This design comes from an exercise in tuning for small area and a short achievable clock period on the open sky130 flow, not from production work. In this exercise RTL edits were held to simulation tests only and were not proved equivalent to the original.

==> inputs of v35 <==
==> flow/design.v (excerpt) <==
module DCIM (
    input clk,
    input rst_n,
    input in_valid,
    input [127:0] in_data1,
    input [127:0] in_data2,
    input [127:0] in_data3,
    input [127:0] in_data4,
    output reg out_valid,
    output reg [12:0] O1,
    output reg [12:0] O2,
    output reg [12:0] O3,
    output reg [12:0] O4
);
Settings: LEC_CHECK=0, CAP_MARGIN=20, CORE_MARGIN=2, CORE_UTILIZATION=55, CTS_CLUSTER_DIAMETER=80, CTS_CLUSTER_SIZE=30, SETUP_SLACK_MARGIN=0.8, SLEW_MARGIN=20; clock period 2.4 ns.
standard.sh (not shown) runs the stock make flow with config.mk's settings and CLKGATE_MAP_FILE= SYNTH_SCRIPT=/design/flow/synth_recipe.tcl, a recipe that flattens the netlist after the stock synthesis.
==> flow/flow/run.sh <==
#!/bin/bash
# Standard ORFS layout with two changes:
#  - SYNTH_ARGS=-noabc: skip the abc -fast inside Yosys's generic synth, so the
#    full adders written in the RTL reach extract_fa in their plain polarity
#    (no inverters around every full adder); the final liberty abc still runs.
#  - port buffers use buf_1.
set -euo pipefail
bash standard.sh SYNTH_ARGS=-noabc "BUFFER_PORTS_ARGS=-buffer_cell sky130_fd_sc_hd__buf_1" finish > flow_make.log 2>&1
==> v12: changes against v35 <==
Settings changed: CORE_UTILIZATION 55 to 60, GPL_TIMING_DRIVEN set to 0.
==> results.cfg <==
[pwr]
power_density_nw_per_um2 = 1210

[detailed_routing]
wl_met2_um = 32100

[timing]
slew_headroom_pct = 56.1

[run_status]
status = finished clean

[final_layout]
seqAreaFraction_pct = 44.1
syn2layout_area_growth_pct = 16.9

[global_route]
grt_pass1_vias = 16829
grt_pass1_wl_um = 89500

[floorplan]
n_tap_cell = 607
dieArea_um2 = 48700

[worst_setup_path]
r2r-end = P2[6]
# the run above: v12

==> results.cfg <==
[global_route]
grt_pass1_vias = 15728
grt_pass1_wl_um = 76100

[run_status]
status = finished clean

[worst_setup_path]
r2r-end = as1[4]

[final_layout]
syn2layout_area_growth_pct = 17.6
seqAreaFraction_pct = 43.9

[pwr]
power_density_nw_per_um2 = 1190

[timing]
slew_headroom_pct = 58.3

[floorplan]
n_tap_cell = 672

[detailed_routing]
wl_met2_um = 24900
# the run above: v35


* * *

==> inputs of job 2628 <==
Starting RTL as in the previous note.
==> flow/design.v (excerpt) <==
module DCIM (
    input clk,
    input rst_n,
    input in_valid,
    input [127:0] in_data1,
    input [127:0] in_data2,
    input [127:0] in_data3,
    input [127:0] in_data4,
    output reg out_valid,
    output reg [12:0] O1,
    output reg [12:0] O2,
    output reg [12:0] O3,
    output reg [12:0] O4
);
==> flow/config.mk <==
export PLATFORM = sky130hd
export DESIGN_NAME = DCIM
export DESIGN_NICKNAME = DCIM
export VERILOG_FILES = /design/flow/design.v
export SDC_FILE = /design/flow/constraint.sdc
export NUM_CORES = 4
export LEC_CHECK = 0
export CAP_MARGIN = 20
export CORE_MARGIN = 2
export CORE_UTILIZATION = 60
export CTS_CLUSTER_DIAMETER = 80
export CTS_CLUSTER_SIZE = 30
export GPL_TIMING_DRIVEN = 0
export PLACE_DENSITY = 0.8
export SETUP_SLACK_MARGIN = 0.8
export SLEW_MARGIN = 20
==> flow/constraint.sdc <==
create_clock -name core_clock -period 2.4 [get_ports {clk}]
set_input_delay 0.4800 -clock core_clock [delete_from_list [all_inputs] [get_ports {clk}]]
set_output_delay 0.4800 -clock core_clock [all_outputs]
set_load 0.01 [all_outputs]
Scripts as last shown in full above: flow/flow/run.sh
==> job 4494: changes against job 2628 <==
- ABC_AREA: not set -> 1
- GPL_TIMING_DRIVEN: 0 -> not set
- PLACE_DENSITY: 0.8 -> not set
==> flow_summary_export.csv <==
group,metric,value,unit
status,status,"finished clean",
finish,layout.cells.non_filler,3141,
grt,antenna_found_initial,0,
finish,nonClockInverterCount,175,
place,placed_cell_area,32000,sq um
timing,min_period,1660,ps
place,dpl_worst_slack,244,ps
synthesis,yosys.area_share.simple,5.27,%
finish,nets,3608,
worst_setup_path,endpoint,"O1[7]",
synthesis,synth_area_leaders,"fa_1 35%, dfxtp_1 34%, edfxtp_1 10%, dfrtp_1 6.3%, ha_1 3.7%",
drt,num_vias,14700,
The numbers above come from job 4494.

==> flow_summary_export.csv <==
group,metric,value,unit
status,status,"finished clean",
synthesis,synth_area_leaders,"fa_1 35%, dfxtp_1 35%, edfxtp_1 10%, dfrtp_1 6.4%, ha_1 3.7%",
clock_tree,ctsRootBufferMaster,"clkbuf_16",
worst_setup_path,slowest_stage,"dfrtp_1",
clock_tree,cts_max_path_buffers,3,
finish,nonClockInverterCount,16,
drt,num_vias,14300,
finish,diodes,4,
place,dpl_worst_slack,202,ps
worst_setup_path,endpoint,"O2[6]",
timing,min_period,1660,ps
place,placed_cell_area,31700,sq um
finish,nets,3354,
place,dp_cells,2819,
The numbers above come from job 2628.

[what the ideal ports hide]
How much do the figures lean on ideal ports? The routed layouts below were timed once more, with nothing changed but the port constraints.
Step 1: set_driving_cell puts a clkbuf_16 on clk and a buf_2 on each other input, an assumption about the parent block.
Step 2 times the ports against the registers' clock, not the clock port: input delays grow and output delays shrink by t, the midpoint of the rising clock arrivals with the driver on.
Slacks: ideal ports / drivers / drivers and shift; pairs: ideal ports / drivers.
run	shift t [ns]	slack for setup (ns)	worst hold slack (ns)	worst setup path at the end	pins driven straight from the clock port
v35	0.655	0.746 / 0.685 / 0.265	0.197 / 0.166 / 0.323	input to register	1
v12	0.663	0.771 / 0.706 / 0.157	0.191 / 0.173 / 0.328	input to register	1
job 2628	0.641	0.739 / 0.679 / 0.188	0.222 / 0.186 / 0.328	input to register	1
job 4494	0.649	0.738 / 0.680 / 0.246	0.197 / 0.189 / 0.322	input to register	1
After both steps every run listed still meets setup and hold. The setup slack of v12, which loses most, moves by -0.065 ns with the drivers and by -0.614 ns with both steps.
